This design comes from an exercise in tuning for small area, a short achievable clock period and few clock cycles per item on the open sky130 flow, not from production work.
In this exercise RTL edits were held to simulation tests only and were not proved equivalent to the original.
Power is estimated from default activity; no workload was simulated.

==> design/flow/design.v <==
module mult8(clk, nRST, c_ALL, m_busy, a_data, b_data, mult_out, m_finish);
input clk;
input nRST;
input c_ALL;
input m_busy;
input [7:0] a_data;
input [7:0] b_data;
output m_finish;
reg m_finish;
output [15:0] mult_out;
reg [15:0] mult_out;
always @(posedge clk or negedge nRST)
begin
    if(nRST == 1'b0)
        m_finish <= 1'b0;
    else if(c_ALL == 1'b1)
        m_finish <= 1'b0;
    else if(m_busy == 1'b0)
        m_finish <= 1'b1;
end
always @(posedge clk)
begin
    if(m_busy == 1'b0)
        mult_out <= {{8{a_data[7]}}, a_data} * {{8{b_data[7]}}, b_data};
end
endmodule
==> design/flow/run.sh <==
#!/bin/bash
# synth_recipe.tcl (not shown) runs the flow's synth.tcl, then flattens the netlist and writes it again
# the make line also repeats each setting of config.mk as NAME=value (left out here)
make -C /OpenROAD-flow-scripts/flow DESIGN_CONFIG=/design/flow/config.mk WORK_HOME=/design/flow/orfs CLKGATE_MAP_FILE= SYNTH_SCRIPT=/design/flow/synth_recipe.tcl finish
==> design/flow/config.mk <==
export PLATFORM = sky130hd
export DESIGN_NAME = mult8
export DESIGN_NICKNAME = mult8
export VERILOG_FILES = /design/flow/design.v
export SDC_FILE = /design/flow/constraint.sdc
export NUM_CORES = 4
export LEC_CHECK = 0
export CAP_MARGIN = 20
export CORE_MARGIN = 2
export CORE_UTILIZATION = 40
export PLACE_DENSITY = 0.6
export SLEW_MARGIN = 20
==> design/flow/constraint.sdc <==
create_clock -name core_clock -period 5.0 [get_ports {clk}]
set_input_delay 1.0000 -clock core_clock [delete_from_list [all_inputs] [get_ports {clk}]]
set_output_delay 1.0000 -clock core_clock [all_outputs]
set_load 0.01 [all_outputs]
==> results.txt <==
status complete, no violations; post-DP HPWL approximately 5.1 mm; Remaining DRCs 0; clock buffer depth 2; Syn Std Cell Area between 3000 and 4000 sq um; Sink Count 17; drt pass-1 iters 4; CTS H-tree lvls 1; Primary FF master, synth edfxtp_1; P per Cell Area 478 nW/um^2; fin crit period 4860 ps; slew of the pin with the lowest slew margin around 610 ps; clock-pin slew of the registers on the worst-case setup and hold paths 70 ps; Max-slew headroom 59.6%; crit-path max FO 8; startpoint types primary input; WP data required approximately 5000 ps; die height about 91 um; Synth area leader fa_1; Setup Skew 0 ps; synthesis-to-layout area growth 33.1%; wirelength, routed 5.79 mm; ys async rst share a little under 6%; Port Buf Inserts 36; largest net degree at the start of global routing 17; vias in the first global route ~2400; vias per cell approximately 4.6; Finished Core Util a little under three fifths; share of cells above drive strength 1 about 27%; Initial Util roughly two fifths; synth unique cells 29; Root Driver clkbuf_8; Yosys top cell area share 36.3%; Final #Nets 502; Crit Path Class primary input to flop; Peak VDD IR roughly 0.4 mV; top post-synthesis cells by area fa_1 36%, edfxtp_1 16%, ha_1 12%; die width 91.1 um; final setup fails 0; initial antenna violation count 0; Post-Syn Instances 305; total die area between 8000 and 9000 sq um; fin crit share roughly 100%; via count ~2300; initial detailed-routing violation count 62; most instantiated library cell after synthesis inv_1; Site Rows 31; Min Hold Slack around 520 ps; Lkg Pwr 0.00196 uW; commonest cells in the netlist 85 x inv_1, 55 x fa_1, 45 x and2_1; Routed Antenna Nets 0; clock latency (worst-skew pair) roughly 250 ps; number of synthesized flops with an enable pin 16; nature of the critical path endpoint flop; n_diodes 0; Core Area 7290 sq um; flop2flop setup slack 4400 ps; Max-cap violations 0; first-pass GRT wire length approximately 11 mm; fmax 0.206 GHz; TritonCTS clock tree built; GR Overflow Total 0; post-synthesis net count between 400 and 500; Routed WL per cell about 12 um; sequential share of the synthesized area between 15 and 20%; Avg Cell Area, Syn 9.95 sq um; I/O pin count 37; RSZ-0062 raised after global routing no; fin. max-slew vios 0; Overall Global Routing Usage between 15 and 20%; Hold Crit Class flop to flop; Yosys reg bits 17; cts bufs inserted 3; GP Congestion just under 0.8; CP Data Arrival Time between 4000 and 5000 ps; YS warnings 1; Fin. Hold Viols 0
## kinds of logic after synthesis
logic type | synth area share, %
AO/OA/AOI/OAI | 4.86
flip-flops | 16.7
AND/OR/NAND/NOR | 15.0
multiplexers | 0.371
buffers and inverters | 10.5
XOR/XNOR | 4.33
adder cells (fa/ha/maj) | 48.2
## sequential cells by signal, indices dropped and copies added, names as in the netlist
name / count
m_finish: 1
mult_out: 16
## cell type report
| type | count | area [sq um] |
|---|---|---|
| sequential | 17 | 505 |
| multi-input combinational | 203 | 2350 |
| clock inverter | 1 | 5.00 |
| clock buffer | 3 | 41.3 |
| inverter | 85 | 319 |
| timing repair buffer | 88 | 698 |
| tap | 99 | 124 |
| fill | 716 | 3250 |
## metal layers
metal	share of wire, %	track usage, %	wire (um)
met1	42	19.1	2430
met2	54	29.3	3150
met3	2.0	2.07	116
met4	1.7	2.90	100
met5	0	0	0
## through the flow
stage | setup TNS [ps] | power (uW) | instance area (sq um) | cells | worst slack (ps)
2_1_floorplan | 0 | 1210 | 3040 | 305 | 67.2
3_3_place_gp | -2790 | 1740 | 3890 | 490 | -557
3_5_place_dp | -3010 | 1750 | 3890 | 490 | -582
4_1_cts | 0 | 1910 | 4010 | 495 | 7.56
5_1_grt | 0 | 2180 | 4040 | 496 | 12.6
6_report | 0 | 1930 | 4040 | 496 | 140
## worst paths after layout
path,from,endpoint,cells past startpoint
max,a_data[7],mult_out[14]$_DFFE_PN_,16
min,m_finish$_DFFE_PN0P_,m_finish$_DFFE_PN0P_,2
max reg2reg,m_finish$_DFFE_PN0P_,m_finish$_DFFE_PN0P_,2
min reg2reg,m_finish$_DFFE_PN0P_,m_finish$_DFFE_PN0P_,2
max in group asynchronous,nRST,m_finish$_DFFE_PN0P_,1
min in group asynchronous,nRST,m_finish$_DFFE_PN0P_,1
## report_power, final
group | internal (uW) | switching (uW)
clock | 55.3 | 46.9
combinational | 826 | 717
sequential | 274 | 13.0
## worst max-delay path: stages
cell      delay (ps)
buf_2            140
and2_4           150
fa_1             510
inv_2             40
fa_1             480
inv_2             40
fa_1             540
inv_2             40
fa_1             540
inv_2             40
ha_4             160
a211oi_2         160
o21bai_2         110
or4_4            550
a221oi_2         250
xnor2_1           90
## what timing repair did
| action | CTS | global route |
|---|---|---|
| cloned | 0 | 0 |
| pin swaps | 17 | 23 |
| hold buffers | 0 | 0 |
| gates resized for setup | 45 | 56 |
| endpoints found under the setup margin | 6 | 4 |
| setup buffers | 1 | 1 |
## cells in the final DEF (no fill, tap or decap), types with 6 or more instances in the layout
cell type	Yosys	routed
fa_1	55	53
ha_1	29	21
clkdlybuf4s50_1	0	20
inv_2	0	7
buf_4	0	48
and2_4	0	6
xnor2_1	14	14
a21oi_1	10	8
buf_6	0	6
edfxtp_1	16	16
ha_4	0	6
nand2_1	14	12
inv_1	85	78
nor2_1	7	7
clkbuf_2	0	9
and2_1	45	39
Testbench counts, summed over its fixed seeds: cycles 3,200, items 3,200.

[afterwards: timing with drivers on the ports]
The results above use ideal ports. As a check the final layout listed here was re-extracted and re-timed, cells and wires unchanged. Step 1: set_driving_cell puts a clkbuf_16 on clk and a buf_2 on each other input, an assumption about the parent block. Step 2 adds t to the input delays and takes it off the output delays; t is the mean of the earliest and latest rising clock arrival at the registers after step 1. Input paths then give back, and output paths get back, about the clock's delay inside the block. Three values: ideal ports, drivers, drivers and shift; two values: the first two.
t, ns: 0.279
setup slack, ns: 0.140 / 0.135 / -0.143
worst setup path after step 2: input to register
Met with ideal ports but missed after step 2: setup timing in this run. The setup slack of this run moves by -0.005 ns with the drivers and by -0.283 ns with both steps.
